Background: an optimization exercise with open tools, aiming at small area and a short achievable clock period. Do not read the settings as production practice. Where RTL was checked, it was by simulation tests only, not by an equivalence proof against the original. For run 2, only the layout was checked, not whether the RTL still works.

==> flow/design.v (outline; a module is shown in full before it is edited, if it fits) <==
// module iir_fa: 4 lines
// module iir_ha: 4 lines
// module iir_gp: 4 lines
// module iir_g: 3 lines
// module iir_gpn: 4 lines
// module iir_gn: 3 lines
// module iir_gpi: 4 lines
// module iir_gi: 3 lines
// module iir_nor: 3 lines
// module iir_nand: 3 lines
// module iir_andn: 3 lines
// module iir_gpa: 4 lines
// module iir_ga: 3 lines
// module iir_mj: 3 lines
// module iir_mx: 3 lines
// module iir_fg: 6 lines
// module iir_an: 3 lines
// module iir_xo: 3 lines
// module iir_xn: 3 lines
// module iir_or: 3 lines
// module pipelined_iir: 11372 lines
module pipelined_iir(clk, reset, x, y);
  // ...
==> flow/flow/run.sh <==
#!/bin/bash
set -euo pipefail
export SETUP_SLACK_MARGIN=16
bash standard.sh MATCH_CELL_FOOTPRINT=0 IO_CONSTRAINTS=$PWD/flow/io.tcl finish > standard.log 2>&1
==> flow/flow/io.tcl <==
# data pins in one ordered group on the bottom edge: y[i] next to the x bits that feed it most
set_io_pin_constraint -group -order -region bottom:* -pin_names {x[0] x[1] x[2] x[3] x[4] x[5] x[6] x[7] x[8] x[9] x[10] y[0] x[11] y[1] x[12] y[2] x[13] y[3] x[14] y[4] x[15] y[5] x[16] y[6] x[17] y[7] x[18] y[8] x[19] y[9] x[20] y[10] x[21] y[11] x[22] y[12] x[23] y[13] x[24] y[14] x[25] y[15] x[26] y[16] x[27] y[17] x[28] y[18] x[29] y[19] x[30] y[20] x[31] y[21] y[22] y[23] y[24] y[25] y[26] y[27] y[28] y[29] y[30] y[31]}
==> flow/standard.sh <==
#!/bin/bash
# synth_recipe.tcl (not shown) runs the flow's synth.tcl, then flattens the netlist and writes it again
# the make line also repeats each setting of config.mk as NAME=value (left out here)
make -C /OpenROAD-flow-scripts/flow DESIGN_CONFIG=/design/flow/config.mk WORK_HOME=/design/flow/orfs CLKGATE_MAP_FILE= SYNTH_SCRIPT=/design/flow/synth_recipe.tcl "${@:-finish}"
==> flow/config.mk <==
export PLATFORM = sky130hd
export DESIGN_NAME = pipelined_iir
export DESIGN_NICKNAME = pipelined_iir
export VERILOG_FILES = /design/flow/design.v
export SDC_FILE = /design/flow/constraint.sdc
export NUM_CORES = 8
export LEC_CHECK = 0
export CAP_MARGIN = 40
export CORE_MARGIN = 2
export CORE_UTILIZATION = 60
export PLACE_DENSITY = 0.8
export SLEW_MARGIN = 40
export SYNTH_HIERARCHICAL = 1
export SYNTH_MINIMUM_KEEP_SIZE = 0
export TNS_END_PERCENT = 0
==> flow/constraint.sdc <==
create_clock -name core_clock -period 32.0 [get_ports {clk}]
set_input_delay 6.4000 -clock core_clock [delete_from_list [all_inputs] [get_ports {clk}]]
set_output_delay 6.4000 -clock core_clock [all_outputs]
set_load 0.01 [all_outputs]
==> metrics.yaml, run 1 <==
layout:
  final_common_cell: "fa_1"
  clkbuf_count: 145
  fillCellCount: 17500
  final_util_pct: 66.6
  clk_share_pct: 2.35
  multi_input_area_um2: 125000
global_route:
  gr-usage-met3_pct: 25.4
  grt_pass1_vias: 111000
  busiest_layer: "met2"
floorplanning:
  start_util_pct: 60.3
  die_w_um: 498
  core_um2: 243000
place:
  place_area_um2: 156000
  dp.cells: 14700
synth:
  synth_top_family_by_area: "adder cells"
  synth_compound_area_share_pct: 3.93
  yosys-top-cells-count: "fa_1 (4831), inv_1 (1895), ha_1 (853)"
  postSynthCellCount: 11000
clock_tree:
  cts_sinks: 829
  cts_buffers: 110
  cts_resized: 300
drt:
  drc: 0
  drt-total-wl_um: 591000
  wl_met1_um: 180000
  wl_met2_um: 246000
  drt_first_pass_iters: 9
  dr.max_layer_used: "met5"
  viasPerCell: 6.50
critical_path:
  path_delay_family: "adder cells"
  max_stage_delay_ps: 560
  worstPathRequired_ps: 25600
  cp_slowest_cell: "fa_2"
  worstPathArrival_ps: 10380
  reg2reg_depth: 47
run_status:
  status: "timing/DRC/antenna clean"
timing:
  skew_ps: 52.3
  final-hold-violation-count: 0
  slew_violations: 0
job:
  maxCapViolations: 0
==> inputs of run 2 (changes only) <==
--- a/flow/design.v
+++ b/flow/design.v
@@ -9993,249 +9993,249 @@
   wire n15030 = ~(n14581 ^ n14966);
   wire n15031 = ~(n14583 ^ n14967);
   wire n15032 = n14585 ^ n14968;
   wire n15033 = n14587 ^ n14969;
   wire n15034 = ~(n14589 ^ n14970);
   wire n15035 = n14591 ^ n14971;
   wire n15036 = ~(n14593 ^ n14972);
   wire n15037 = ~(n14595 ^ n14973);
-  wire n15038, n15039; iir_fa un15038 (.a(s1[15]), .b(x[0]), .c(x[12]), .s(n15038), .co(n15039));
-  wire n15040, n15041; iir_fa un15040 (.a(x[14]), .b(x[2]), .c(x[7]), .s(n15040), .co(n15041));
-  wire n15042, n15043; iir_fa un15042 (.a(s1[16]), .b(x[0]), .c(x[13]), .s(n15042), .co(n15043));
-  wire n15044, n15045; iir_fa un15044 (.a(x[15]), .b(x[1]), .c(x[3]), .s(n15044), .co(n15045));
-  wire n15046, n15047; iir_fa un15046 (.a(s1[17]), .b(x[10]), .c(x[14]), .s(n15046), .co(n15047));
-  wire n15048, n15049; iir_fa un15048 (.a(x[16]), .b(x[1]), .c(x[2]), .s(n15048), .co(n15049));
-  wire n15050, n15051; iir_fa un15050 (.a(s1[18]), .b(x[10]), .c(x[11]), .s(n15050), .co(n15051));
-  wire n15052, n15053; iir_fa un15052 (.a(x[15]), .b(x[17]), .c(x[2]), .s(n15052), .co(n15053));
-  wire n15054, n15055; iir_fa un15054 (.a(s1[19]), .b(x[0]), .c(x[11]), .s(n15054), .co(n15055));
-  wire n15056, n15057; iir_fa un15056 (.a(x[12]), .b(x[16]), .c(x[18]), .s(n15056), .co(n15057));
-  wire n15058, n15059; iir_fa un15058 (.a(x[3]), .b(x[4]), .c(x[6]), .s(n15058), .co(n15059));
-  wire n15060, n15061; iir_fa un15060 (.a(s1[20]), .b(x[12]), .c(x[13]), .s(n15060), .co(n15061));
-  wire n15062, n15063; iir_fa un15062 (.a(x[17]), .b(x[19]), .c(x[1]), .s(n15062), .co(n15063));
-  wire n15064, n15065; iir_fa un15064 (.a(x[4]), .b(x[5]), .c(x[7]), .s(n15064), .co(n15065));
-  wire n15066, n15067; iir_fa un15066 (.a(s1[21]), .b(x[13]), .c(x[14]), .s(n15066), .co(n15067));
-  wire n15068, n15069; iir_fa un15068 (.a(x[18]), .b(x[20]), .c(x[2]), .s(n15068), .co(n15069));
-  wire n15070, n15071; iir_fa un15070 (.a(x[5]), .b(x[6]), .c(x[8]), .s(n15070), .co(n15071));
-  wire n15072, n15073; iir_fa un15072 (.a(s1[22]), .b(x[14]), .c(x[15]), .s(n15072), .co(n15073));
-  wire n15074, n15075; iir_fa un15074 (.a(x[19]), .b(x[21]), .c(x[3]), .s(n15074), .co(n15075));
-  wire n15076, n15077; iir_fa un15076 (.a(x[6]), .b(x[7]), .c(x[9]), .s(n15076), .co(n15077));
-  wire n15078, n15079; iir_fa un15078 (.a(s1[23]), .b(x[10]), .c(x[15]), .s(n15078), .co(n15079));
-  wire n15080, n15081; iir_fa un15080 (.a(x[16]), .b(x[20]), .c(x[22]), .s(n15080), .co(n15081));
-  wire n15082, n15083; iir_fa un15082 (.a(x[4]), .b(x[7]), .c(x[8]), .s(n15082), .co(n15083));
-  wire n15084, n15085; iir_fa un15084 (.a(s1[24]), .b(x[11]), .c(x[16]), .s(n15084), .co(n15085));
-  wire n15086, n15087; iir_fa un15086 (.a(x[17]), .b(x[21]), .c(x[23]), .s(n15086), .co(n15087));
-  wire n15088, n15089; iir_fa un15088 (.a(x[5]), .b(x[8]), .c(x[9]), .s(n15088), .co(n15089));
-  wire n15090, n15091; iir_fa un15090 (.a(s1[25]), .b(x[10]), .c(x[12]), .s(n15090), .co(n15091));
-  wire n15092, n15093; iir_fa un15092 (.a(x[17]), .b(x[18]), .c(x[22]), .s(n15092), .co(n15093));
-  wire n15094, n15095; iir_fa un15094 (.a(x[24]), .b(x[6]), .c(x[9]), .s(n15094), .co(n15095));
-  wire n15096, n15097; iir_fa un15096 (.a(s1[26]), .b(x[10]), .c(x[11]), .s(n15096), .co(n15097));
-  wire n15098, n15099; iir_fa un15098 (.a(x[13]), .b(x[18]), .c(x[19]), .s(n15098), .co(n15099));
-  wire n15100, n15101; iir_fa un15100 (.a(x[23]), .b(x[25]), .c(x[7]), .s(n15100), .co(n15101));
-  wire n15102, n15103; iir_fa un15102 (.a(s1[27]), .b(x[11]), .c(x[12]), .s(n15102), .co(n15103));
-  wire n15104, n15105; iir_fa un15104 (.a(x[14]), .b(x[19]), .c(x[20]), .s(n15104), .co(n15105));
-  wire n15106, n15107; iir_fa un15106 (.a(x[24]), .b(x[26]), .c(x[8]), .s(n15106), .co(n15107));
-  wire n15108, n15109; iir_fa un15108 (.a(s1[28]), .b(x[12]), .c(x[13]), .s(n15108), .co(n15109));
-  wire n15110, n15111; iir_fa un15110 (.a(x[15]), .b(x[20]), .c(x[21]), .s(n15110), .co(n15111));
-  wire n15112, n15113; iir_fa un15112 (.a(x[25]), .b(x[27]), .c(x[9]), .s(n15112), .co(n15113));
-  wire n15114, n15115; iir_fa un15114 (.a(s1[29]), .b(x[10]), .c(x[13]), .s(n15114), .co(n15115));
-  wire n15116, n15117; iir_fa un15116 (.a(x[14]), .b(x[16]), .c(x[21]), .s(n15116), .co(n15117));
-  wire n15118, n15119; iir_fa un15118 (.a(x[22]), .b(x[26]), .c(x[28]), .s(n15118), .co(n15119));
-  wire n15120, n15121; iir_fa un15120 (.a(s1[30]), .b(x[11]), .c(x[14]), .s(n15120), .co(n15121));
-  wire n15122, n15123; iir_fa un15122 (.a(x[15]), .b(x[17]), .c(x[22]), .s(n15122), .co(n15123));
-  wire n15124, n15125; iir_fa un15124 (.a(x[23]), .b(x[27]), .c(x[29]), .s(n15124), .co(n15125));
-  wire n15126, n15127; iir_fa un15126 (.a(s1[31]), .b(x[12]), .c(x[15]), .s(n15126), .co(n15127));
-  wire n15128, n15129; iir_fa un15128 (.a(x[16]), .b(x[18]), .c(x[23]), .s(n15128), .co(n15129));
-  wire n15130, n15131; iir_fa un15130 (.a(x[24]), .b(x[28]), .c(x[30]), .s(n15130), .co(n15131));
-  wire n15132, n15133; iir_fa un15132 (.a(s1[32]), .b(x[13]), .c(x[16]), .s(n15132), .co(n15133));
-  wire n15134, n15135; iir_fa un15134 (.a(x[17]), .b(x[19]), .c(x[24]), .s(n15134), .co(n15135));
+  wire n15038, n15039; iir_fg un15038 (.a(s1[15]), .b(x[0]), .c(x[12]), .s(n15038), .co(n15039));
+  wire n15040, n15041; iir_fg un15040 (.a(x[14]), .b(x[2]), .c(x[7]), .s(n15040), .co(n15041));
+  wire n15042, n15043; iir_fg un15042 (.a(s1[16]), .b(x[0]), .c(x[13]), .s(n15042), .co(n15043));
+  wire n15044, n15045; iir_fg un15044 (.a(x[15]), .b(x[1]), .c(x[3]), .s(n15044), .co(n15045));
+  wire n15046, n15047; iir_fg un15046 (.a(s1[17]), .b(x[10]), .c(x[14]), .s(n15046), .co(n15047));
+  wire n15048, n15049; iir_fg un15048 (.a(x[16]), .b(x[1]), .c(x[2]), .s(n15048), .co(n15049));
+  wire n15050, n15051; iir_fg un15050 (.a(s1[18]), .b(x[10]), .c(x[11]), .s(n15050), .co(n15051));
+  wire n15052, n15053; iir_fg un15052 (.a(x[15]), .b(x[17]), .c(x[2]), .s(n15052), .co(n15053));
+  wire n15054, n15055; iir_fg un15054 (.a(s1[19]), .b(x[0]), .c(x[11]), .s(n15054), .co(n15055));
+  wire n15056, n15057; iir_fg un15056 (.a(x[12]), .b(x[16]), .c(x[18]), .s(n15056), .co(n15057));
+  wire n15058, n15059; iir_fg un15058 (.a(x[3]), .b(x[4]), .c(x[6]), .s(n15058), .co(n15059));
+  wire n15060, n15061; iir_fg un15060 (.a(s1[20]), .b(x[12]), .c(x[13]), .s(n15060), .co(n15061));
+  wire n15062, n15063; iir_fg un15062 (.a(x[17]), .b(x[19]), .c(x[1]), .s(n15062), .co(n15063));
+  wire n15064, n15065; iir_fg un15064 (.a(x[4]), .b(x[5]), .c(x[7]), .s(n15064), .co(n15065));
+  wire n15066, n15067; iir_fg un15066 (.a(s1[21]), .b(x[13]), .c(x[14]), .s(n15066), .co(n15067));
+  wire n15068, n15069; iir_fg un15068 (.a(x[18]), .b(x[20]), .c(x[2]), .s(n15068), .co(n15069));
+  wire n15070, n15071; iir_fg un15070 (.a(x[5]), .b(x[6]), .c(x[8]), .s(n15070), .co(n15071));
+  wire n15072, n15073; iir_fg un15072 (.a(s1[22]), .b(x[14]), .c(x[15]), .s(n15072), .co(n15073));
+  wire n15074, n15075; iir_fg un15074 (.a(x[19]), .b(x[21]), .c(x[3]), .s(n15074), .co(n15075));
+  wire n15076, n15077; iir_fg un15076 (.a(x[6]), .b(x[7]), .c(x[9]), .s(n15076), .co(n15077));
+  wire n15078, n15079; iir_fg un15078 (.a(s1[23]), .b(x[10]), .c(x[15]), .s(n15078), .co(n15079));
+  wire n15080, n15081; iir_fg un15080 (.a(x[16]), .b(x[20]), .c(x[22]), .s(n15080), .co(n15081));
+  wire n15082, n15083; iir_fg un15082 (.a(x[4]), .b(x[7]), .c(x[8]), .s(n15082), .co(n15083));
+  wire n15084, n15085; iir_fg un15084 (.a(s1[24]), .b(x[11]), .c(x[16]), .s(n15084), .co(n15085));
+  wire n15086, n15087; iir_fg un15086 (.a(x[17]), .b(x[21]), .c(x[23]), .s(n15086), .co(n15087));
+  wire n15088, n15089; iir_fg un15088 (.a(x[5]), .b(x[8]), .c(x[9]), .s(n15088), .co(n15089));
+  wire n15090, n15091; iir_fg un15090 (.a(s1[25]), .b(x[10]), .c(x[12]), .s(n15090), .co(n15091));
+  wire n15092, n15093; iir_fg un15092 (.a(x[17]), .b(x[18]), .c(x[22]), .s(n15092), .co(n15093));
+  wire n15094, n15095; iir_fg un15094 (.a(x[24]), .b(x[6]), .c(x[9]), .s(n15094), .co(n15095));
+  wire n15096, n15097; iir_fg un15096 (.a(s1[26]), .b(x[10]), .c(x[11]), .s(n15096), .co(n15097));
+  wire n15098, n15099; iir_fg un15098 (.a(x[13]), .b(x[18]), .c(x[19]), .s(n15098), .co(n15099));
+  wire n15100, n15101; iir_fg un15100 (.a(x[23]), .b(x[25]), .c(x[7]), .s(n15100), .co(n15101));
+  wire n15102, n15103; iir_fg un15102 (.a(s1[27]), .b(x[11]), .c(x[12]), .s(n15102), .co(n15103));
+  wire n15104, n15105; iir_fg un15104 (.a(x[14]), .b(x[19]), .c(x[20]), .s(n15104), .co(n15105));
+  wire n15106, n15107; iir_fg un15106 (.a(x[24]), .b(x[26]), .c(x[8]), .s(n15106), .co(n15107));
+  wire n15108, n15109; iir_fg un15108 (.a(s1[28]), .b(x[12]), .c(x[13]), .s(n15108), .co(n15109));
+  wire n15110, n15111; iir_fg un15110 (.a(x[15]), .b(x[20]), .c(x[21]), .s(n15110), .co(n15111));
+  wire n15112, n15113; iir_fg un15112 (.a(x[25]), .b(x[27]), .c(x[9]), .s(n15112), .co(n15113));
+  wire n15114, n15115; iir_fg un15114 (.a(s1[29]), .b(x[10]), .c(x[13]), .s(n15114), .co(n15115));
+  wire n15116, n15117; iir_fg un15116 (.a(x[14]), .b(x[16]), .c(x[21]), .s(n15116), .co(n15117));
+  wire n15118, n15119; iir_fg un15118 (.a(x[22]), .b(x[26]), .c(x[28]), .s(n15118), .co(n15119));
+  wire n15120, n15121; iir_fg un15120 (.a(s1[30]), .b(x[11]), .c(x[14]), .s(n15120), .co(n15121));
+  wire n15122, n15123; iir_fg un15122 (.a(x[15]), .b(x[17]), .c(x[22]), .s(n15122), .co(n15123));
+  wire n15124, n15125; iir_fg un15124 (.a(x[23]), .b(x[27]), .c(x[29]), .s(n15124), .co(n15125));
+  wire n15126, n15127; iir_fg un15126 (.a(s1[31]), .b(x[12]), .c(x[15]), .s(n15126), .co(n15127));
+  wire n15128, n15129; iir_fg un15128 (.a(x[16]), .b(x[18]), .c(x[23]), .s(n15128), .co(n15129));
+  wire n15130, n15131; iir_fg un15130 (.a(x[24]), .b(x[28]), .c(x[30]), .s(n15130), .co(n15131));
+  wire n15132, n15133; iir_fg un15132 (.a(s1[32]), .b(x[13]), .c(x[16]), .s(n15132), .co(n15133));
+  wire n15134, n15135; iir_fg un15134 (.a(x[17]), .b(x[19]), .c(x[24]), .s(n15134), .co(n15135));
   wire n15136 = ~x[31];
-  wire n15137, n15138; iir_fa un15137 (.a(x[25]), .b(x[29]), .c(n15136), .s(n15137), .co(n15138));
-  wire n15139, n15140; iir_fa un15139 (.a(s1[33]), .b(x[14]), .c(x[17]), .s(n15139), .co(n15140));
-  wire n15141, n15142; iir_fa un15141 (.a(x[18]), .b(x[20]), .c(x[25]), .s(n15141), .co(n15142));
+  wire n15137, n15138; iir_fg un15137 (.a(x[25]), .b(x[29]), .c(n15136), .s(n15137), .co(n15138));
+  wire n15139, n15140; iir_fg un15139 (.a(s1[33]), .b(x[14]), .c(x[17]), .s(n15139), .co(n15140));
+  wire n15141, n15142; iir_fg un15141 (.a(x[18]), .b(x[20]), .c(x[25]), .s(n15141), .co(n15142));
   wire n15143, n15144; iir_ha un15143 (.a(x[26]), .b(x[30]), .s(n15143), .co(n15144));
-  wire n15145, n15146; iir_fa un15145 (.a(s1[34]), .b(x[15]), .c(x[18]), .s(n15145), .co(n15146));
-  wire n15147, n15148; iir_fa un15147 (.a(x[19]), .b(x[21]), .c(x[26]), .s(n15147), .co(n15148));
+  wire n15145, n15146; iir_fg un15145 (.a(s1[34]), .b(x[15]), .c(x[18]), .s(n15145), .co(n15146));
+  wire n15147, n15148; iir_fg un15147 (.a(x[19]), .b(x[21]), .c(x[26]), .s(n15147), .co(n15148));
   wire n15149 = ~x[27];
   wire n15150, n15151; iir_xn un15150 (.a(n15149), .b(x[31]), .y(n15150)); iir_or vn15150 (.a(n15149), .b(x[31]), .y(n15151));
-  wire n15152, n15153; iir_fa un15152 (.a(s1[35]), .b(x[16]), .c(x[19]), .s(n15152), .co(n15153));
-  wire n15154, n15155; iir_fa un15154 (.a(x[20]), .b(x[22]), .c(x[27]), .s(n15154), .co(n15155));
-  wire n15156, n15157; iir_fa un15156 (.a(s1[36]), .b(x[17]), .c(x[20]), .s(n15156), .co(n15157));
-  wire n15158, n15159; iir_fa un15158 (.a(x[21]), .b(x[23]), .c(x[28]), .s(n15158), .co(n15159));
-  wire n15160, n15161; iir_fa un15160 (.a(s1[37]), .b(x[18]), .c(x[21]), .s(n15160), .co(n15161));
-  wire n15162, n15163; iir_fa un15162 (.a(x[22]), .b(x[24]), .c(x[29]), .s(n15162), .co(n15163));
-  wire n15164, n15165; iir_fa un15164 (.a(s1[38]), .b(x[19]), .c(x[22]), .s(n15164), .co(n15165));
-  wire n15166, n15167; iir_fa un15166 (.a(x[23]), .b(x[25]), .c(x[30]), .s(n15166), .co(n15167));
-  wire n15168, n15169; iir_fa un15168 (.a(s1[39]), .b(x[20]), .c(x[23]), .s(n15168), .co(n15169));
-  wire n15170, n15171; iir_fa un15170 (.a(s1[8]), .b(x[0]), .c(x[1]), .s(n15170), .co(n15171));
-  wire n15172, n15173; iir_fa un15172 (.a(s1[9]), .b(x[1]), .c(x[2]), .s(n15172), .co(n15173));
-  wire n15174, n15175; iir_fa un15174 (.a(s1[10]), .b(x[2]), .c(x[3]), .s(n15174), .co(n15175));
-  wire n15176, n15177; iir_fa un15176 (.a(s1[11]), .b(x[10]), .c(x[3]), .s(n15176), .co(n15177));
-  wire n15178, n15179; iir_fa un15178 (.a(s1[12]), .b(x[11]), .c(x[4]), .s(n15178), .co(n15179));
-  wire n15180, n15181; iir_fa un15180 (.a(s1[13]), .b(x[0]), .c(x[10]), .s(n15180), .co(n15181));
-  wire n15182, n15183; iir_fa un15182 (.a(x[12]), .b(x[5]), .c(x[6]), .s(n15182), .co(n15183));
-  wire n15184, n15185; iir_fa un15184 (.a(s1[14]), .b(x[11]), .c(x[13]), .s(n15184), .co(n15185));
-  wire n15186, n15187; iir_fa un15186 (.a(x[1]), .b(x[6]), .c(x[7]), .s(n15186), .co(n15187));
-  wire n15188, n15189; iir_fa un15188 (.a(x[8]), .b(n15038), .c(n15040), .s(n15188), .co(n15189));
-  wire n15190, n15191; iir_fa un15190 (.a(x[8]), .b(x[9]), .c(n15039), .s(n15190), .co(n15191));
-  wire n15192, n15193; iir_fa un15192 (.a(n15041), .b(n15042), .c(n15044), .s(n15192), .co(n15193));
-  wire n15194, n15195; iir_fa un15194 (.a(x[4]), .b(x[9]), .c(n15043), .s(n15194), .co(n15195));
-  wire n15196, n15197; iir_fa un15196 (.a(n15045), .b(n15046), .c(n15048), .s(n15196), .co(n15197));
-  wire n15198, n15199; iir_fa un15198 (.a(x[3]), .b(x[5]), .c(n15047), .s(n15198), .co(n15199));
-  wire n15200, n15201; iir_fa un15200 (.a(n15049), .b(n15050), .c(n15052), .s(n15200), .co(n15201));
-  wire n15202, n15203; iir_fa un15202 (.a(n15051), .b(n15053), .c(n15054), .s(n15202), .co(n15203));
+  wire n15152, n15153; iir_fg un15152 (.a(s1[35]), .b(x[16]), .c(x[19]), .s(n15152), .co(n15153));
+  wire n15154, n15155; iir_fg un15154 (.a(x[20]), .b(x[22]), .c(x[27]), .s(n15154), .co(n15155));
+  wire n15156, n15157; iir_fg un15156 (.a(s1[36]), .b(x[17]), .c(x[20]), .s(n15156), .co(n15157));
+  wire n15158, n15159; iir_fg un15158 (.a(x[21]), .b(x[23]), .c(x[28]), .s(n15158), .co(n15159));
+  wire n15160, n15161; iir_fg un15160 (.a(s1[37]), .b(x[18]), .c(x[21]), .s(n15160), .co(n15161));
+  wire n15162, n15163; iir_fg un15162 (.a(x[22]), .b(x[24]), .c(x[29]), .s(n15162), .co(n15163));
+  wire n15164, n15165; iir_fg un15164 (.a(s1[38]), .b(x[19]), .c(x[22]), .s(n15164), .co(n15165));
+  wire n15166, n15167; iir_fg un15166 (.a(x[23]), .b(x[25]), .c(x[30]), .s(n15166), .co(n15167));
+  wire n15168, n15169; iir_fg un15168 (.a(s1[39]), .b(x[20]), .c(x[23]), .s(n15168), .co(n15169));
+  wire n15170, n15171; iir_fg un15170 (.a(s1[8]), .b(x[0]), .c(x[1]), .s(n15170), .co(n15171));
+  wire n15172, n15173; iir_fg un15172 (.a(s1[9]), .b(x[1]), .c(x[2]), .s(n15172), .co(n15173));
+  wire n15174, n15175; iir_fg un15174 (.a(s1[10]), .b(x[2]), .c(x[3]), .s(n15174), .co(n15175));
+  wire n15176, n15177; iir_fg un15176 (.a(s1[11]), .b(x[10]), .c(x[3]), .s(n15176), .co(n15177));
+  wire n15178, n15179; iir_fg un15178 (.a(s1[12]), .b(x[11]), .c(x[4]), .s(n15178), .co(n15179));
+  wire n15180, n15181; iir_fg un15180 (.a(s1[13]), .b(x[0]), .c(x[10]), .s(n15180), .co(n15181));
+  wire n15182, n15183; iir_fg un15182 (.a(x[12]), .b(x[5]), .c(x[6]), .s(n15182), .co(n15183));
+  wire n15184, n15185; iir_fg un15184 (.a(s1[14]), .b(x[11]), .c(x[13]), .s(n15184), .co(n15185));
+  wire n15186, n15187; iir_fg un15186 (.a(x[1]), .b(x[6]), .c(x[7]), .s(n15186), .co(n15187));
+  wire n15188, n15189; iir_fg un15188 (.a(x[8]), .b(n15038), .c(n15040), .s(n15188), .co(n15189));
+  wire n15190, n15191; iir_fg un15190 (.a(x[8]), .b(x[9]), .c(n15039), .s(n15190), .co(n15191));
+  wire n15192, n15193; iir_fg un15192 (.a(n15041), .b(n15042), .c(n15044), .s(n15192), .co(n15193));
+  wire n15194, n15195; iir_fg un15194 (.a(x[4]), .b(x[9]), .c(n15043), .s(n15194), .co(n15195));
+  wire n15196, n15197; iir_fg un15196 (.a(n15045), .b(n15046), .c(n15048), .s(n15196), .co(n15197));
+  wire n15198, n15199; iir_fg un15198 (.a(x[3]), .b(x[5]), .c(n15047), .s(n15198), .co(n15199));
+  wire n15200, n15201; iir_fg un15200 (.a(n15049), .b(n15050), .c(n15052), .s(n15200), .co(n15201));
+  wire n15202, n15203; iir_fg un15202 (.a(n15051), .b(n15053), .c(n15054), .s(n15202), .co(n15203));
   wire n15204, n15205; iir_ha un15204 (.a(n15056), .b(n15058), .s(n15204), .co(n15205));
-  wire n15206, n15207; iir_fa un15206 (.a(n15055), .b(n15057), .c(n15059), .s(n15206), .co(n15207));
-  wire n15208, n15209; iir_fa un15208 (.a(n15060), .b(n15062), .c(n15064), .s(n15208), .co(n15209));
-  wire n15210, n15211; iir_fa un15210 (.a(n15061), .b(n15063), .c(n15065), .s(n15210), .co(n15211));
-  wire n15212, n15213; iir_fa un15212 (.a(n15066), .b(n15068), .c(n15070), .s(n15212), .co(n15213));
-  wire n15214, n15215; iir_fa un15214 (.a(n15067), .b(n15069), .c(n15071), .s(n15214), .co(n15215));
-  wire n15216, n15217; iir_fa un15216 (.a(n15072), .b(n15074), .c(n15076), .s(n15216), .co(n15217));
-  wire n15218, n15219; iir_fa un15218 (.a(n15073), .b(n15075), .c(n15077), .s(n15218), .co(n15219));
-  wire n15220, n15221; iir_fa un15220 (.a(n15078), .b(n15080), .c(n15082), .s(n15220), .co(n15221));
-  wire n15222, n15223; iir_fa un15222 (.a(n15079), .b(n15081), .c(n15083), .s(n15222), .co(n15223));
-  wire n15224, n15225; iir_fa un15224 (.a(n15084), .b(n15086), .c(n15088), .s(n15224), .co(n15225));
-  wire n15226, n15227; iir_fa un15226 (.a(n15085), .b(n15087), .c(n15089), .s(n15226), .co(n15227));
-  wire n15228, n15229; iir_fa un15228 (.a(n15090), .b(n15092), .c(n15094), .s(n15228), .co(n15229));
-  wire n15230, n15231; iir_fa un15230 (.a(n15091), .b(n15093), .c(n15095), .s(n15230), .co(n15231));
-  wire n15232, n15233; iir_fa un15232 (.a(n15096), .b(n15098), .c(n15100), .s(n15232), .co(n15233));
-  wire n15234, n15235; iir_fa un15234 (.a(n15097), .b(n15099), .c(n15101), .s(n15234), .co(n15235));
-  wire n15236, n15237; iir_fa un15236 (.a(n15102), .b(n15104), .c(n15106), .s(n15236), .co(n15237));
-  wire n15238, n15239; iir_fa un15238 (.a(n15103), .b(n15105), .c(n15107), .s(n15238), .co(n15239));
-  wire n15240, n15241; iir_fa un15240 (.a(n15108), .b(n15110), .c(n15112), .s(n15240), .co(n15241));
-  wire n15242, n15243; iir_fa un15242 (.a(n15109), .b(n15111), .c(n15113), .s(n15242), .co(n15243));
-  wire n15244, n15245; iir_fa un15244 (.a(n15114), .b(n15116), .c(n15118), .s(n15244), .co(n15245));
-  wire n15246, n15247; iir_fa un15246 (.a(n15115), .b(n15117), .c(n15119), .s(n15246), .co(n15247));
-  wire n15248, n15249; iir_fa un15248 (.a(n15120), .b(n15122), .c(n15124), .s(n15248), .co(n15249));
-  wire n15250, n15251; iir_fa un15250 (.a(n15121), .b(n15123), .c(n15125), .s(n15250), .co(n15251));
-  wire n15252, n15253; iir_fa un15252 (.a(n15126), .b(n15128), .c(n15130), .s(n15252), .co(n15253));
-  wire n15254, n15255; iir_fa un15254 (.a(n15127), .b(n15129), .c(n15131), .s(n15254), .co(n15255));
-  wire n15256, n15257; iir_fa un15256 (.a(n15132), .b(n15134), .c(n15137), .s(n15256), .co(n15257));
-  wire n15258, n15259; iir_fa un15258 (.a(n15133), .b(n15135), .c(n15143), .s(n15258), .co(n15259));
-  wire n15260, n15261; iir_fa un15260 (.a(n15138), .b(n15139), .c(n15141), .s(n15260), .co(n15261));
-  wire n15262, n15263; iir_fa un15262 (.a(n15140), .b(n15142), .c(n15144), .s(n15262), .co(n15263));
+  wire n15206, n15207; iir_fg un15206 (.a(n15055), .b(n15057), .c(n15059), .s(n15206), .co(n15207));
+  wire n15208, n15209; iir_fg un15208 (.a(n15060), .b(n15062), .c(n15064), .s(n15208), .co(n15209));
+  wire n15210, n15211; iir_fg un15210 (.a(n15061), .b(n15063), .c(n15065), .s(n15210), .co(n15211));
+  wire n15212, n15213; iir_fg un15212 (.a(n15066), .b(n15068), .c(n15070), .s(n15212), .co(n15213));
+  wire n15214, n15215; iir_fg un15214 (.a(n15067), .b(n15069), .c(n15071), .s(n15214), .co(n15215));
+  wire n15216, n15217; iir_fg un15216 (.a(n15072), .b(n15074), .c(n15076), .s(n15216), .co(n15217));
+  wire n15218, n15219; iir_fg un15218 (.a(n15073), .b(n15075), .c(n15077), .s(n15218), .co(n15219));
+  wire n15220, n15221; iir_fg un15220 (.a(n15078), .b(n15080), .c(n15082), .s(n15220), .co(n15221));
+  wire n15222, n15223; iir_fg un15222 (.a(n15079), .b(n15081), .c(n15083), .s(n15222), .co(n15223));
+  wire n15224, n15225; iir_fg un15224 (.a(n15084), .b(n15086), .c(n15088), .s(n15224), .co(n15225));
+  wire n15226, n15227; iir_fg un15226 (.a(n15085), .b(n15087), .c(n15089), .s(n15226), .co(n15227));
+  wire n15228, n15229; iir_fg un15228 (.a(n15090), .b(n15092), .c(n15094), .s(n15228), .co(n15229));
+  wire n15230, n15231; iir_fg un15230 (.a(n15091), .b(n15093), .c(n15095), .s(n15230), .co(n15231));
+  wire n15232, n15233; iir_fg un15232 (.a(n15096), .b(n15098), .c(n15100), .s(n15232), .co(n15233));
+  wire n15234, n15235; iir_fg un15234 (.a(n15097), .b(n15099), .c(n15101), .s(n15234), .co(n15235));
+  wire n15236, n15237; iir_fg un15236 (.a(n15102), .b(n15104), .c(n15106), .s(n15236), .co(n15237));
+  wire n15238, n15239; iir_fg un15238 (.a(n15103), .b(n15105), .c(n15107), .s(n15238), .co(n15239));
+  wire n15240, n15241; iir_fg un15240 (.a(n15108), .b(n15110), .c(n15112), .s(n15240), .co(n15241));
+  wire n15242, n15243; iir_fg un15242 (.a(n15109), .b(n15111), .c(n15113), .s(n15242), .co(n15243));
+  wire n15244, n15245; iir_fg un15244 (.a(n15114), .b(n15116), .c(n15118), .s(n15244), .co(n15245));
+  wire n15246, n15247; iir_fg un15246 (.a(n15115), .b(n15117), .c(n15119), .s(n15246), .co(n15247));
+  wire n15248, n15249; iir_fg un15248 (.a(n15120), .b(n15122), .c(n15124), .s(n15248), .co(n15249));
+  wire n15250, n15251; iir_fg un15250 (.a(n15121), .b(n15123), .c(n15125), .s(n15250), .co(n15251));
+  wire n15252, n15253; iir_fg un15252 (.a(n15126), .b(n15128), .c(n15130), .s(n15252), .co(n15253));
+  wire n15254, n15255; iir_fg un15254 (.a(n15127), .b(n15129), .c(n15131), .s(n15254), .co(n15255));
+  wire n15256, n15257; iir_fg un15256 (.a(n15132), .b(n15134), .c(n15137), .s(n15256), .co(n15257));
+  wire n15258, n15259; iir_fg un15258 (.a(n15133), .b(n15135), .c(n15143), .s(n15258), .co(n15259));
+  wire n15260, n15261; iir_fg un15260 (.a(n15138), .b(n15139), .c(n15141), .s(n15260), .co(n15261));
+  wire n15262, n15263; iir_fg un15262 (.a(n15140), .b(n15142), .c(n15144), .s(n15262), .co(n15263));
   wire n15264 = ~n15150;
-  wire n15265, n15266; iir_fa un15265 (.a(n15264), .b(n15145), .c(n15147), .s(n15265), .co(n15266));
-  wire n15267, n15268; iir_fa un15267 (.a(x[28]), .b(n15146), .c(n15148), .s(n15267), .co(n15268));
+  wire n15265, n15266; iir_fg un15265 (.a(n15264), .b(n15145), .c(n15147), .s(n15265), .co(n15266));
+  wire n15267, n15268; iir_fg un15267 (.a(x[28]), .b(n15146), .c(n15148), .s(n15267), .co(n15268));
   wire n15269 = ~n15151;
-  wire n15270, n15271; iir_fa un15270 (.a(n15269), .b(n15152), .c(n15154), .s(n15270), .co(n15271));
-  wire n15272, n15273; iir_fa un15272 (.a(x[29]), .b(n15153), .c(n15155), .s(n15272), .co(n15273));
+  wire n15270, n15271; iir_fg un15270 (.a(n15269), .b(n15152), .c(n15154), .s(n15270), .co(n15271));
+  wire n15272, n15273; iir_fg un15272 (.a(x[29]), .b(n15153), .c(n15155), .s(n15272), .co(n15273));
   wire n15274, n15275; iir_ha un15274 (.a(n15156), .b(n15158), .s(n15274), .co(n15275));
-  wire n15276, n15277; iir_fa un15276 (.a(x[30]), .b(n15157), .c(n15159), .s(n15276), .co(n15277));
+  wire n15276, n15277; iir_fg un15276 (.a(x[30]), .b(n15157), .c(n15159), .s(n15276), .co(n15277));
   wire n15278, n15279; iir_ha un15278 (.a(n15160), .b(n15162), .s(n15278), .co(n15279));
-  wire n15280, n15281; iir_fa un15280 (.a(n15161), .b(n15163), .c(n15164), .s(n15280), .co(n15281));
+  wire n15280, n15281; iir_fg un15280 (.a(n15161), .b(n15163), .c(n15164), .s(n15280), .co(n15281));
   wire n15282 = ~x[31];
   wire n15283, n15284; iir_ha un15283 (.a(n15282), .b(n15166), .s(n15283), .co(n15284));
-  wire n15285, n15286; iir_fa un15285 (.a(x[24]), .b(x[26]), .c(n15165), .s(n15285), .co(n15286));
+  wire n15285, n15286; iir_fg un15285 (.a(x[24]), .b(x[26]), .c(n15165), .s(n15285), .co(n15286));
   wire n15287 = ~x[31];
-  wire n15288, n15289; iir_fa un15288 (.a(n15287), .b(n15167), .c(n15168), .s(n15288), .co(n15289));
-  wire n15290, n15291; iir_fa un15290 (.a(s1[40]), .b(x[21]), .c(x[24]), .s(n15290), .co(n15291));
-  wire n15292, n15293; iir_fa un15292 (.a(x[25]), .b(x[27]), .c(n15169), .s(n15292), .co(n15293));
-  wire n15294, n15295; iir_fa un15294 (.a(s1[41]), .b(x[22]), .c(x[25]), .s(n15294), .co(n15295));
+  wire n15288, n15289; iir_fg un15288 (.a(n15287), .b(n15167), .c(n15168), .s(n15288), .co(n15289));
+  wire n15290, n15291; iir_fg un15290 (.a(s1[40]), .b(x[21]), .c(x[24]), .s(n15290), .co(n15291));
+  wire n15292, n15293; iir_fg un15292 (.a(x[25]), .b(x[27]), .c(n15169), .s(n15292), .co(n15293));
+  wire n15294, n15295; iir_fg un15294 (.a(s1[41]), .b(x[22]), .c(x[25]), .s(n15294), .co(n15295));
   wire n15296, n15297; iir_ha un15296 (.a(x[26]), .b(x[28]), .s(n15296), .co(n15297));
-  wire n15298, n15299; iir_fa un15298 (.a(s1[42]), .b(x[23]), .c(x[26]), .s(n15298), .co(n15299));
+  wire n15298, n15299; iir_fg un15298 (.a(s1[42]), .b(x[23]), .c(x[26]), .s(n15298), .co(n15299));
   wire n15300, n15301; iir_ha un15300 (.a(x[27]), .b(x[29]), .s(n15300), .co(n15301));
-  wire n15302, n15303; iir_fa un15302 (.a(s1[43]), .b(x[24]), .c(x[27]), .s(n15302), .co(n15303));
+  wire n15302, n15303; iir_fg un15302 (.a(s1[43]), .b(x[24]), .c(x[27]), .s(n15302), .co(n15303));
   wire n15304, n15305; iir_ha un15304 (.a(x[28]), .b(x[30]), .s(n15304), .co(n15305));
-  wire n15306, n15307; iir_fa un15306 (.a(s1[44]), .b(x[25]), .c(x[28]), .s(n15306), .co(n15307));
+  wire n15306, n15307; iir_fg un15306 (.a(s1[44]), .b(x[25]), .c(x[28]), .s(n15306), .co(n15307));
   wire n15308 = ~x[29];
   wire n15309, n15310; iir_xn un15309 (.a(n15308), .b(x[31]), .y(n15309)); iir_or vn15309 (.a(n15308), .b(x[31]), .y(n15310));
-  wire n15311, n15312; iir_fa un15311 (.a(s1[45]), .b(x[26]), .c(x[29]), .s(n15311), .co(n15312));
-  wire n15313, n15314; iir_fa un15313 (.a(s1[46]), .b(x[27]), .c(x[30]), .s(n15313), .co(n15314));
-  wire n15315, n15316; iir_fa un15315 (.a(s1[7]), .b(x[0]), .c(x[4]), .s(n15315), .co(n15316));
-  wire n15317, n15318; iir_fa un15317 (.a(x[5]), .b(x[7]), .c(n15170), .s(n15317), .co(n15318));
-  wire n15319, n15320; iir_fa un15319 (.a(x[6]), .b(x[8]), .c(n15171), .s(n15319), .co(n15320));
-  wire n15321, n15322; iir_fa un15321 (.a(x[7]), .b(x[9]), .c(n15173), .s(n15321), .co(n15322));
-  wire n15323, n15324; iir_fa un15323 (.a(x[4]), .b(x[8]), .c(n15175), .s(n15323), .co(n15324));
-  wire n15325, n15326; iir_fa un15325 (.a(x[5]), .b(x[9]), .c(n15177), .s(n15325), .co(n15326));
-  wire n15327, n15328; iir_fa un15327 (.a(n15179), .b(n15180), .c(n15182), .s(n15327), .co(n15328));
-  wire n15329, n15330; iir_fa un15329 (.a(n15181), .b(n15183), .c(n15184), .s(n15329), .co(n15330));
-  wire n15331, n15332; iir_fa un15331 (.a(n15185), .b(n15187), .c(n15188), .s(n15331), .co(n15332));
-  wire n15333, n15334; iir_fa un15333 (.a(n15189), .b(n15190), .c(n15192), .s(n15333), .co(n15334));
-  wire n15335, n15336; iir_fa un15335 (.a(n15191), .b(n15193), .c(n15194), .s(n15335), .co(n15336));
-  wire n15337, n15338; iir_fa un15337 (.a(n15195), .b(n15197), .c(n15198), .s(n15337), .co(n15338));
-  wire n15339, n15340; iir_fa un15339 (.a(n15199), .b(n15201), .c(n15204), .s(n15339), .co(n15340));
-  wire n15341, n15342; iir_fa un15341 (.a(n15203), .b(n15205), .c(n15206), .s(n15341), .co(n15342));
-  wire n15343, n15344; iir_fa un15343 (.a(n15207), .b(n15209), .c(n15210), .s(n15343), .co(n15344));
-  wire n15345, n15346; iir_fa un15345 (.a(n15211), .b(n15213), .c(n15214), .s(n15345), .co(n15346));
-  wire n15347, n15348; iir_fa un15347 (.a(n15215), .b(n15217), .c(n15218), .s(n15347), .co(n15348));
-  wire n15349, n15350; iir_fa un15349 (.a(n15219), .b(n15221), .c(n15222), .s(n15349), .co(n15350));
-  wire n15351, n15352; iir_fa un15351 (.a(n15223), .b(n15225), .c(n15226), .s(n15351), .co(n15352));
-  wire n15353, n15354; iir_fa un15353 (.a(n15227), .b(n15229), .c(n15230), .s(n15353), .co(n15354));
-  wire n15355, n15356; iir_fa un15355 (.a(n15231), .b(n15233), .c(n15234), .s(n15355), .co(n15356));
-  wire n15357, n15358; iir_fa un15357 (.a(n15235), .b(n15237), .c(n15238), .s(n15357), .co(n15358));
-  wire n15359, n15360; iir_fa un15359 (.a(n15239), .b(n15241), .c(n15242), .s(n15359), .co(n15360));
-  wire n15361, n15362; iir_fa un15361 (.a(n15243), .b(n15245), .c(n15246), .s(n15361), .co(n15362));
-  wire n15363, n15364; iir_fa un15363 (.a(n15247), .b(n15249), .c(n15250), .s(n15363), .co(n15364));
-  wire n15365, n15366; iir_fa un15365 (.a(n15251), .b(n15253), .c(n15254), .s(n15365), .co(n15366));
-  wire n15367, n15368; iir_fa un15367 (.a(n15255), .b(n15258), .c(n15257), .s(n15367), .co(n15368));
-  wire n15369, n15370; iir_fa un15369 (.a(n15259), .b(n15261), .c(n15262), .s(n15369), .co(n15370));
-  wire n15371, n15372; iir_fa un15371 (.a(n15263), .b(n15267), .c(n15266), .s(n15371), .co(n15372));
-  wire n15373, n15374; iir_fa un15373 (.a(n15268), .b(n15272), .c(n15274), .s(n15373), .co(n15374));
-  wire n15375, n15376; iir_fa un15375 (.a(n15273), .b(n15275), .c(n15276), .s(n15375), .co(n15376));
-  wire n15377, n15378; iir_fa un15377 (.a(n15277), .b(n15279), .c(n15283), .s(n15377), .co(n15378));
-  wire n15379, n15380; iir_fa un15379 (.a(n15281), .b(n15284), .c(n15285), .s(n15379), .co(n15380));
-  wire n15381, n15382; iir_fa un15381 (.a(n15290), .b(n15286), .c(n15289), .s(n15381), .co(n15382));
-  wire n15383, n15384; iir_fa un15383 (.a(n15291), .b(n15296), .c(n15294), .s(n15383), .co(n15384));
-  wire n15385, n15386; iir_fa un15385 (.a(n15295), .b(n15297), .c(n15300), .s(n15385), .co(n15386));
-  wire n15387, n15388; iir_fa un15387 (.a(n15299), .b(n15301), .c(n15304), .s(n15387), .co(n15388));
-  wire n15389, n15390; iir_fa un15389 (.a(n15303), .b(n15305), .c(n15306), .s(n15389), .co(n15390));
-  wire n15391, n15392; iir_fa un15391 (.a(x[30]), .b(n15307), .c(n15311), .s(n15391), .co(n15392));
+  wire n15311, n15312; iir_fg un15311 (.a(s1[45]), .b(x[26]), .c(x[29]), .s(n15311), .co(n15312));
+  wire n15313, n15314; iir_fg un15313 (.a(s1[46]), .b(x[27]), .c(x[30]), .s(n15313), .co(n15314));
+  wire n15315, n15316; iir_fg un15315 (.a(s1[7]), .b(x[0]), .c(x[4]), .s(n15315), .co(n15316));
+  wire n15317, n15318; iir_fg un15317 (.a(x[5]), .b(x[7]), .c(n15170), .s(n15317), .co(n15318));
+  wire n15319, n15320; iir_fg un15319 (.a(x[6]), .b(x[8]), .c(n15171), .s(n15319), .co(n15320));
+  wire n15321, n15322; iir_fg un15321 (.a(x[7]), .b(x[9]), .c(n15173), .s(n15321), .co(n15322));
+  wire n15323, n15324; iir_fg un15323 (.a(x[4]), .b(x[8]), .c(n15175), .s(n15323), .co(n15324));
+  wire n15325, n15326; iir_fg un15325 (.a(x[5]), .b(x[9]), .c(n15177), .s(n15325), .co(n15326));
+  wire n15327, n15328; iir_fg un15327 (.a(n15179), .b(n15180), .c(n15182), .s(n15327), .co(n15328));
+  wire n15329, n15330; iir_fg un15329 (.a(n15181), .b(n15183), .c(n15184), .s(n15329), .co(n15330));
+  wire n15331, n15332; iir_fg un15331 (.a(n15185), .b(n15187), .c(n15188), .s(n15331), .co(n15332));
+  wire n15333, n15334; iir_fg un15333 (.a(n15189), .b(n15190), .c(n15192), .s(n15333), .co(n15334));
+  wire n15335, n15336; iir_fg un15335 (.a(n15191), .b(n15193), .c(n15194), .s(n15335), .co(n15336));
+  wire n15337, n15338; iir_fg un15337 (.a(n15195), .b(n15197), .c(n15198), .s(n15337), .co(n15338));
+  wire n15339, n15340; iir_fg un15339 (.a(n15199), .b(n15201), .c(n15204), .s(n15339), .co(n15340));
+  wire n15341, n15342; iir_fg un15341 (.a(n15203), .b(n15205), .c(n15206), .s(n15341), .co(n15342));
+  wire n15343, n15344; iir_fg un15343 (.a(n15207), .b(n15209), .c(n15210), .s(n15343), .co(n15344));
+  wire n15345, n15346; iir_fg un15345 (.a(n15211), .b(n15213), .c(n15214), .s(n15345), .co(n15346));
+  wire n15347, n15348; iir_fg un15347 (.a(n15215), .b(n15217), .c(n15218), .s(n15347), .co(n15348));
+  wire n15349, n15350; iir_fg un15349 (.a(n15219), .b(n15221), .c(n15222), .s(n15349), .co(n15350));
+  wire n15351, n15352; iir_fg un15351 (.a(n15223), .b(n15225), .c(n15226), .s(n15351), .co(n15352));
+  wire n15353, n15354; iir_fg un15353 (.a(n15227), .b(n15229), .c(n15230), .s(n15353), .co(n15354));
+  wire n15355, n15356; iir_fg un15355 (.a(n15231), .b(n15233), .c(n15234), .s(n15355), .co(n15356));
+  wire n15357, n15358; iir_fg un15357 (.a(n15235), .b(n15237), .c(n15238), .s(n15357), .co(n15358));
+  wire n15359, n15360; iir_fg un15359 (.a(n15239), .b(n15241), .c(n15242), .s(n15359), .co(n15360));
+  wire n15361, n15362; iir_fg un15361 (.a(n15243), .b(n15245), .c(n15246), .s(n15361), .co(n15362));
+  wire n15363, n15364; iir_fg un15363 (.a(n15247), .b(n15249), .c(n15250), .s(n15363), .co(n15364));
+  wire n15365, n15366; iir_fg un15365 (.a(n15251), .b(n15253), .c(n15254), .s(n15365), .co(n15366));
+  wire n15367, n15368; iir_fg un15367 (.a(n15255), .b(n15258), .c(n15257), .s(n15367), .co(n15368));
+  wire n15369, n15370; iir_fg un15369 (.a(n15259), .b(n15261), .c(n15262), .s(n15369), .co(n15370));
+  wire n15371, n15372; iir_fg un15371 (.a(n15263), .b(n15267), .c(n15266), .s(n15371), .co(n15372));
+  wire n15373, n15374; iir_fg un15373 (.a(n15268), .b(n15272), .c(n15274), .s(n15373), .co(n15374));
+  wire n15375, n15376; iir_fg un15375 (.a(n15273), .b(n15275), .c(n15276), .s(n15375), .co(n15376));
+  wire n15377, n15378; iir_fg un15377 (.a(n15277), .b(n15279), .c(n15283), .s(n15377), .co(n15378));
+  wire n15379, n15380; iir_fg un15379 (.a(n15281), .b(n15284), .c(n15285), .s(n15379), .co(n15380));
+  wire n15381, n15382; iir_fg un15381 (.a(n15290), .b(n15286), .c(n15289), .s(n15381), .co(n15382));
+  wire n15383, n15384; iir_fg un15383 (.a(n15291), .b(n15296), .c(n15294), .s(n15383), .co(n15384));
+  wire n15385, n15386; iir_fg un15385 (.a(n15295), .b(n15297), .c(n15300), .s(n15385), .co(n15386));
+  wire n15387, n15388; iir_fg un15387 (.a(n15299), .b(n15301), .c(n15304), .s(n15387), .co(n15388));
+  wire n15389, n15390; iir_fg un15389 (.a(n15303), .b(n15305), .c(n15306), .s(n15389), .co(n15390));
+  wire n15391, n15392; iir_fg un15391 (.a(x[30]), .b(n15307), .c(n15311), .s(n15391), .co(n15392));
   wire n15393 = ~x[31];
-  wire n15394, n15395; iir_fa un15394 (.a(n15393), .b(n15312), .c(n15313), .s(n15394), .co(n15395));
-  wire n15396, n15397; iir_fa un15396 (.a(s1[47]), .b(x[28]), .c(n15314), .s(n15396), .co(n15397));
-  wire n15398, n15399; iir_fa un15398 (.a(s1[3]), .b(x[0]), .c(x[2]), .s(n15398), .co(n15399));
-  wire n15400, n15401; iir_fa un15400 (.a(s1[4]), .b(x[1]), .c(x[3]), .s(n15400), .co(n15401));
-  wire n15402, n15403; iir_fa un15402 (.a(s1[5]), .b(x[2]), .c(x[4]), .s(n15402), .co(n15403));
-  wire n15404, n15405; iir_fa un15404 (.a(s1[6]), .b(x[3]), .c(x[5]), .s(n15404), .co(n15405));
+  wire n15394, n15395; iir_fg un15394 (.a(n15393), .b(n15312), .c(n15313), .s(n15394), .co(n15395));
+  wire n15396, n15397; iir_fg un15396 (.a(s1[47]), .b(x[28]), .c(n15314), .s(n15396), .co(n15397));
+  wire n15398, n15399; iir_fg un15398 (.a(s1[3]), .b(x[0]), .c(x[2]), .s(n15398), .co(n15399));
+  wire n15400, n15401; iir_fg un15400 (.a(s1[4]), .b(x[1]), .c(x[3]), .s(n15400), .co(n15401));
+  wire n15402, n15403; iir_fg un15402 (.a(s1[5]), .b(x[2]), .c(x[4]), .s(n15402), .co(n15403));
+  wire n15404, n15405; iir_fg un15404 (.a(s1[6]), .b(x[3]), .c(x[5]), .s(n15404), .co(n15405));
   wire n15406, n15407; iir_ha un15406 (.a(x[6]), .b(n15315), .s(n15406), .co(n15407));
   wire n15408, n15409; iir_ha un15408 (.a(n15316), .b(n15317), .s(n15408), .co(n15409));
-  wire n15410, n15411; iir_fa un15410 (.a(n15172), .b(n15318), .c(n15319), .s(n15410), .co(n15411));
-  wire n15412, n15413; iir_fa un15412 (.a(n15174), .b(n15320), .c(n15321), .s(n15412), .co(n15413));
-  wire n15414, n15415; iir_fa un15414 (.a(n15176), .b(n15322), .c(n15323), .s(n15414), .co(n15415));
-  wire n15416, n15417; iir_fa un15416 (.a(n15178), .b(n15324), .c(n15325), .s(n15416), .co(n15417));
+  wire n15410, n15411; iir_fg un15410 (.a(n15172), .b(n15318), .c(n15319), .s(n15410), .co(n15411));
+  wire n15412, n15413; iir_fg un15412 (.a(n15174), .b(n15320), .c(n15321), .s(n15412), .co(n15413));
+  wire n15414, n15415; iir_fg un15414 (.a(n15176), .b(n15322), .c(n15323), .s(n15414), .co(n15415));
+  wire n15416, n15417; iir_fg un15416 (.a(n15178), .b(n15324), .c(n15325), .s(n15416), .co(n15417));
   wire n15418, n15419; iir_ha un15418 (.a(n15326), .b(n15327), .s(n15418), .co(n15419));
-  wire n15420, n15421; iir_fa un15420 (.a(n15186), .b(n15328), .c(n15329), .s(n15420), .co(n15421));
+  wire n15420, n15421; iir_fg un15420 (.a(n15186), .b(n15328), .c(n15329), .s(n15420), .co(n15421));
   wire n15422, n15423; iir_ha un15422 (.a(n15330), .b(n15331), .s(n15422), .co(n15423));
   wire n15424, n15425; iir_ha un15424 (.a(n15332), .b(n15333), .s(n15424), .co(n15425));
-  wire n15426, n15427; iir_fa un15426 (.a(n15196), .b(n15334), .c(n15335), .s(n15426), .co(n15427));
-  wire n15428, n15429; iir_fa un15428 (.a(n15200), .b(n15336), .c(n15337), .s(n15428), .co(n15429));
-  wire n15430, n15431; iir_fa un15430 (.a(n15202), .b(n15338), .c(n15339), .s(n15430), .co(n15431));
-  wire n15432, n15433; iir_fa un15432 (.a(n15208), .b(n15340), .c(n15341), .s(n15432), .co(n15433));
-  wire n15434, n15435; iir_fa un15434 (.a(n15212), .b(n15342), .c(n15343), .s(n15434), .co(n15435));
-  wire n15436, n15437; iir_fa un15436 (.a(n15216), .b(n15344), .c(n15345), .s(n15436), .co(n15437));
-  wire n15438, n15439; iir_fa un15438 (.a(n15220), .b(n15346), .c(n15347), .s(n15438), .co(n15439));
-  wire n15440, n15441; iir_fa un15440 (.a(n15224), .b(n15348), .c(n15349), .s(n15440), .co(n15441));
-  wire n15442, n15443; iir_fa un15442 (.a(n15228), .b(n15350), .c(n15351), .s(n15442), .co(n15443));
-  wire n15444, n15445; iir_fa un15444 (.a(n15232), .b(n15352), .c(n15353), .s(n15444), .co(n15445));
-  wire n15446, n15447; iir_fa un15446 (.a(n15236), .b(n15354), .c(n15355), .s(n15446), .co(n15447));
-  wire n15448, n15449; iir_fa un15448 (.a(n15240), .b(n15356), .c(n15357), .s(n15448), .co(n15449));
-  wire n15450, n15451; iir_fa un15450 (.a(n15244), .b(n15358), .c(n15359), .s(n15450), .co(n15451));
-  wire n15452, n15453; iir_fa un15452 (.a(n15248), .b(n15360), .c(n15361), .s(n15452), .co(n15453));
-  wire n15454, n15455; iir_fa un15454 (.a(n15252), .b(n15362), .c(n15363), .s(n15454), .co(n15455));
-  wire n15456, n15457; iir_fa un15456 (.a(n15256), .b(n15364), .c(n15365), .s(n15456), .co(n15457));
-  wire n15458, n15459; iir_fa un15458 (.a(n15260), .b(n15366), .c(n15367), .s(n15458), .co(n15459));
-  wire n15460, n15461; iir_fa un15460 (.a(n15265), .b(n15368), .c(n15369), .s(n15460), .co(n15461));
-  wire n15462, n15463; iir_fa un15462 (.a(n15270), .b(n15370), .c(n15371), .s(n15462), .co(n15463));
-  wire n15464, n15465; iir_fa un15464 (.a(n15271), .b(n15372), .c(n15373), .s(n15464), .co(n15465));
-  wire n15466, n15467; iir_fa un15466 (.a(n15278), .b(n15374), .c(n15375), .s(n15466), .co(n15467));
-  wire n15468, n15469; iir_fa un15468 (.a(n15280), .b(n15376), .c(n15377), .s(n15468), .co(n15469));
-  wire n15470, n15471; iir_fa un15470 (.a(n15288), .b(n15378), .c(n15379), .s(n15470), .co(n15471));
-  wire n15472, n15473; iir_fa un15472 (.a(n15292), .b(n15380), .c(n15381), .s(n15472), .co(n15473));
-  wire n15474, n15475; iir_fa un15474 (.a(n15293), .b(n15383), .c(n15382), .s(n15474), .co(n15475));
-  wire n15476, n15477; iir_fa un15476 (.a(n15298), .b(n15384), .c(n15385), .s(n15476), .co(n15477));
-  wire n15478, n15479; iir_fa un15478 (.a(n15302), .b(n15386), .c(n15387), .s(n15478), .co(n15479));
+  wire n15426, n15427; iir_fg un15426 (.a(n15196), .b(n15334), .c(n15335), .s(n15426), .co(n15427));
+  wire n15428, n15429; iir_fg un15428 (.a(n15200), .b(n15336), .c(n15337), .s(n15428), .co(n15429));
+  wire n15430, n15431; iir_fg un15430 (.a(n15202), .b(n15338), .c(n15339), .s(n15430), .co(n15431));
+  wire n15432, n15433; iir_fg un15432 (.a(n15208), .b(n15340), .c(n15341), .s(n15432), .co(n15433));
+  wire n15434, n15435; iir_fg un15434 (.a(n15212), .b(n15342), .c(n15343), .s(n15434), .co(n15435));
+  wire n15436, n15437; iir_fg un15436 (.a(n15216), .b(n15344), .c(n15345), .s(n15436), .co(n15437));
+  wire n15438, n15439; iir_fg un15438 (.a(n15220), .b(n15346), .c(n15347), .s(n15438), .co(n15439));
+  wire n15440, n15441; iir_fg un15440 (.a(n15224), .b(n15348), .c(n15349), .s(n15440), .co(n15441));
+  wire n15442, n15443; iir_fg un15442 (.a(n15228), .b(n15350), .c(n15351), .s(n15442), .co(n15443));
+  wire n15444, n15445; iir_fg un15444 (.a(n15232), .b(n15352), .c(n15353), .s(n15444), .co(n15445));
+  wire n15446, n15447; iir_fg un15446 (.a(n15236), .b(n15354), .c(n15355), .s(n15446), .co(n15447));
+  wire n15448, n15449; iir_fg un15448 (.a(n15240), .b(n15356), .c(n15357), .s(n15448), .co(n15449));
+  wire n15450, n15451; iir_fg un15450 (.a(n15244), .b(n15358), .c(n15359), .s(n15450), .co(n15451));
+  wire n15452, n15453; iir_fg un15452 (.a(n15248), .b(n15360), .c(n15361), .s(n15452), .co(n15453));
+  wire n15454, n15455; iir_fg un15454 (.a(n15252), .b(n15362), .c(n15363), .s(n15454), .co(n15455));
+  wire n15456, n15457; iir_fg un15456 (.a(n15256), .b(n15364), .c(n15365), .s(n15456), .co(n15457));
+  wire n15458, n15459; iir_fg un15458 (.a(n15260), .b(n15366), .c(n15367), .s(n15458), .co(n15459));
+  wire n15460, n15461; iir_fg un15460 (.a(n15265), .b(n15368), .c(n15369), .s(n15460), .co(n15461));
+  wire n15462, n15463; iir_fg un15462 (.a(n15270), .b(n15370), .c(n15371), .s(n15462), .co(n15463));
+  wire n15464, n15465; iir_fg un15464 (.a(n15271), .b(n15372), .c(n15373), .s(n15464), .co(n15465));
+  wire n15466, n15467; iir_fg un15466 (.a(n15278), .b(n15374), .c(n15375), .s(n15466), .co(n15467));
+  wire n15468, n15469; iir_fg un15468 (.a(n15280), .b(n15376), .c(n15377), .s(n15468), .co(n15469));
+  wire n15470, n15471; iir_fg un15470 (.a(n15288), .b(n15378), .c(n15379), .s(n15470), .co(n15471));
+  wire n15472, n15473; iir_fg un15472 (.a(n15292), .b(n15380), .c(n15381), .s(n15472), .co(n15473));
+  wire n15474, n15475; iir_fg un15474 (.a(n15293), .b(n15383), .c(n15382), .s(n15474), .co(n15475));
+  wire n15476, n15477; iir_fg un15476 (.a(n15298), .b(n15384), .c(n15385), .s(n15476), .co(n15477));
+  wire n15478, n15479; iir_fg un15478 (.a(n15302), .b(n15386), .c(n15387), .s(n15478), .co(n15479));
   wire n15480 = ~n15309;
-  wire n15481, n15482; iir_fa un15481 (.a(n15480), .b(n15388), .c(n15389), .s(n15481), .co(n15482));
+  wire n15481, n15482; iir_fg un15481 (.a(n15480), .b(n15388), .c(n15389), .s(n15481), .co(n15482));
   wire n15483 = ~n15310;
-  wire n15484, n15485; iir_fa un15484 (.a(n15483), .b(n15390), .c(n15391), .s(n15484), .co(n15485));
+  wire n15484, n15485; iir_fg un15484 (.a(n15483), .b(n15390), .c(n15391), .s(n15484), .co(n15485));
   wire n15486, n15487; iir_ha un15486 (.a(n15392), .b(n15394), .s(n15486), .co(n15487));
   wire n15488 = ~x[31];
-  wire n15489, n15490; iir_fa un15489 (.a(n15488), .b(n15395), .c(n15396), .s(n15489), .co(n15490));
-  wire n15491, n15492; iir_fa un15491 (.a(s1[48]), .b(x[29]), .c(n15397), .s(n15491), .co(n15492));
+  wire n15489, n15490; iir_fg un15489 (.a(n15488), .b(n15395), .c(n15396), .s(n15489), .co(n15490));
+  wire n15491, n15492; iir_fg un15491 (.a(s1[48]), .b(x[29]), .c(n15397), .s(n15491), .co(n15492));
   wire n15493, n15494; iir_ha un15493 (.a(s1[49]), .b(x[30]), .s(n15493), .co(n15494));
   wire n15495 = ~s1[50];
   wire n15496, n15497; iir_xn un15496 (.a(n15495), .b(x[31]), .y(n15496)); iir_or vn15496 (.a(n15495), .b(x[31]), .y(n15497));
   wire [63:0] ta = {s1[63], s1[62], s1[61], s1[60], s1[59], s1[58], s1[57], s1[56], s1[55], s1[54], s1[53], s1[52], s1[51], n15494, n15493, n15490, n15487, n15485, n15482, n15479, n15477, n15476, n15473, n15471, n15469, n15467, n15465, n15463, n15461, n15459, n15457, n15455, n15453, n15451, n15449, n15447, n15445, n15443, n15441, n15439, n15437, n15435, n15433, n15431, n15429, n15427, n15425, n15423, n15421, n15419, n15417, n15415, n15413, n15411, n15409, n15407, n15405, n15403, n15401, n15399, n15398, s1[2], s1[1], s1[0]};
   wire [63:0] tb = {1'b0, 1'b0, 1'b0, 1'b0, 1'b0, 1'b0, 1'b0, 1'b0, 1'b0, 1'b0, 1'b0, 1'b0, ~n15497, ~n15496, n15492, n15491, n15489, n15486, n15484, n15481, n15478, n15475, n15474, n15472, n15470, n15468, n15466, n15464, n15462, n15460, n15458, n15456, n15454, n15452, n15450, n15448, n15446, n15444, n15442, n15440, n15438, n15436, n15434, n15432, n15430, n15428, n15426, n15424, n15422, n15420, n15418, n15416, n15414, n15412, n15410, n15408, n15406, n15404, n15402, n15400, 1'b0, x[1], x[0], 1'b0};
   wire n115498, n115499; iir_ha un115498 (.a(ta[0]), .b(tb[0]), .s(n115498), .co(n115499));
   wire n115500, n115501; iir_ha un115500 (.a(ta[1]), .b(tb[1]), .s(n115500), .co(n115501));
   wire n115502, n115503; iir_ha un115502 (.a(ta[2]), .b(tb[2]), .s(n115502), .co(n115503));
==> flow/flow/run.sh (replaced) <==
#!/bin/bash
set -euo pipefail
export SETUP_SLACK_MARGIN=16
bash standard.sh MATCH_CELL_FOOTPRINT=0   finish > standard.log 2>&1
==> flow/config.mk (replaced) <==
export PLATFORM = sky130hd
export DESIGN_NAME = pipelined_iir
export DESIGN_NICKNAME = pipelined_iir
export VERILOG_FILES = /design/flow/design.v
export SDC_FILE = /design/flow/constraint.sdc
export NUM_CORES = 8
export LEC_CHECK = 0
export CAP_MARGIN = 40
export CORE_MARGIN = 2
export CORE_UTILIZATION = 45
export PLACE_DENSITY = 0.75
export SLEW_MARGIN = 40
export SYNTH_HIERARCHICAL = 1
export SYNTH_MINIMUM_KEEP_SIZE = 0
removed: flow/flow/io.tcl
==> run 2 against run 1 <==
Utilization down 15 points. Synthesized area increased by 1.2%. Largest cell class unchanged. Die area up 35%. Via count increased by 3.6%. Hold slack worse by 1.6 ps. Maximum frequency fell by 0.17%. Clock-buffer cell count shrank 3.
==> metrics.yaml, run 2 <==
global_route:
  grt_usage_pct: 38.4
  grt_remaining_overflow: 0
  grt_pass1_vias: 111000  # -0.14%
  grt_pass1_wl_um: 866000
timing:
  skew_ps: 105  # +52.6 ps
  rsz0062_at_grt: "true"
  final-hold-violation-count: 0  # unchanged
  setup_viol: 0
  slew_violations: 0  # unchanged
  tightest_slew_ps: 1000
synth:
  yosysWarnings: 7
  syn_area_per_cell_um2: 13.0
  postSynthCellCount: 11400  # +3.7%
  ys_ff_latch: 829
  synth_top_family_by_area: "adder cells"
  seq_area_frac_synth_pct: 11.2
  yosys-top-cells-count: "fa_1 (4625), inv_1 (1895), ha_1 (853)"
  synthArstFlopShare_pct: 0
  synthMuxAreaShare_pct: 0
  synth-xor-area-share_pct: 4.40
  synth_compound_area_share_pct: 3.89  # -0.048 points
  synth_flop_cell: "dfxtp_1"
drt:
  viasPerCell: 6.03  # -7.2%
  drc: 0  # unchanged
  drt_first_pass_iters: 8  # -1
  drt-total-wl_um: 622000  # +5.2%
clock_tree:
  cts_sinks: 829  # unchanged
  hold_buffers: 0
  root_buffer: "clkbuf_16"
  cts_buffers: 109  # -0.91%
critical_path:
  worstPathArrival_ps: 10410  # +30 ps
  worstPathRequired_ps: 25600  # about the same
  reg2reg_depth: 41  # -13%
layout:
  final_cell_area_um2: 169000
  multi_input_area_um2: 128000  # +2.2%
  drive_gt1_share_pct: 15.3
  final_common_cell: "fa_1"
  fillCellCount: 27500  # +57%
floorplanning:
  die_h_um: 578
  die_w_um: 578  # +16%
  start_util_pct: 45.3  # -15 points
  core_um2: 328000  # +35%
  placementRows: 210
run_status:
  status: "timing/DRC/antenna clean"
min_path:
  holdPathStages: 1
  min_path_type: "reg -> reg"
place:
  place_area_um2: 159000  # +2.1%
job:
  maxCapViolations: 0  # unchanged
## run 2: cell families after synthesis
group | after synthesis
simple gates | 1421
xor+xnor | 745
flops | 829
fa+ha+maj | 5684
compound gates | 789
buf+inv | 1946
other cells | 1
## run 2: worst max-delay path by stage
stage	from	endpoint	slack [ps]
floorplan	x[31]	y[30]	15980
global placement	x[31]	y[29]	13080
detailed placement	x[31]	y[29]	13060
CTS	x[20]	y[30]	15360
global route	x[20]	y[21]	15160
finish	x[20]	y[21]	15190
## run 2: per-stage QoR
stage / utilization (%) / cells / hold slack (ps) / setup WS, ps
after CTS: 51.1 / 16600 / 367 / 15360
after detailed placement: 48.6 / 16200 / 356 / 13060
after global placement: 48.5 / 16200 / 348 / 13080
final: 51.5 / 16800 / 367 / 15190
after global routing: 51.5 / 16700 / 376 / 15160
after floorplan: - / 11400 / 343 / 15980
## run 2: final cells by class
type / instances / share of cell area (%)
repair buffers: 780 / 4.45
clock buffers: 142 / 1.81
inverters: 1895 / 4.22
clock inverters: 62 / 0.573
flip-flops and latches: 829 / 9.88
diodes: 55 / 0.0816
well taps: 4346 / 3.22
multi-input cells: 8655 / 75.8
## run 2: per-layer routing
layer | vias up | track usage [%] | part of all wire (%)
met5 | - | 3.39 | 0.24
met4 | 40 | 35.0 | 12
met3 | 3298 | 19.5 | 16
met2 | 8470 | 53.2 | 41
met1 | 53000 | 42.7 | 31
li1 | 36300 | - | -
## run 2: worst max-delay path, stage by stage
cell     delay [ps]
buf_12          110
buf_16          160
buf_6           130
xor2_1          160
xor2_1          190
maj3_2          350
maj3_2          360
xor2_2          210
xor2_2          190
ha_4            310
nand2_4          60
nor2_4          190
a21oi_4         110
o21ai_4         180
buf_12          130
a21oi_4          40
buf_12          150
buf_4           140
o21ai_4         190
xor2_4          460
buf_6           170
## run 2: per-module statistics from Yosys (local to each module, per instance), a selection
module / cell area, um2 / times used / flip-flops and latches / cells
iir_gi: 5.00 / 53 / 0 / 1
iir_or: 6.26 / 70 / 0 / 1
iir_nand: 3.75 / 333 / 0 / 1
iir_nor: 3.75 / 356 / 0 / 1
iir_gpa: 13.8 / 15 / 0 / 2
iir_xo: 8.76 / 427 / 0 / 1
iir_gpn: 12.5 / 149 / 0 / 2
iir_andn: 13.8 / 39 / 0 / 1
iir_ha: 12.5 / 551 / 0 / 1
## run 2: what timing repair did
item / 4_1_cts / 5_1_grt
pin swaps: 179 / 133
hold endpoints to repair: 0 / 0
endpoints found under the setup margin: 33 / 38
gates cloned: 30 / 4
gates resized for setup: 520 / 87
buffers inserted: 154 / 65

## static timing again, ports no longer ideal
In the flow no input, the clock included, has a driving cell. The finished layouts below were timed again as built, in two steps.
Step 1: set_driving_cell puts a clkbuf_16 on clk and a buf_2 on each other input, an assumption about the parent block.
Step 2, shift: input delay + t, output delay - t, t = (earliest + latest rising clock arrival at the registers) / 2. This alone moves slack from input paths to output paths.
Three values: ideal ports, drivers, drivers and shift; two values: the first two.
run	shift t [ns]	setup slack, ns
run 1	0.956	15.217 / 15.167 / 15.167
run 2	0.932	15.188 / 15.011 / 15.011
After both steps every run listed still meets setup and hold.
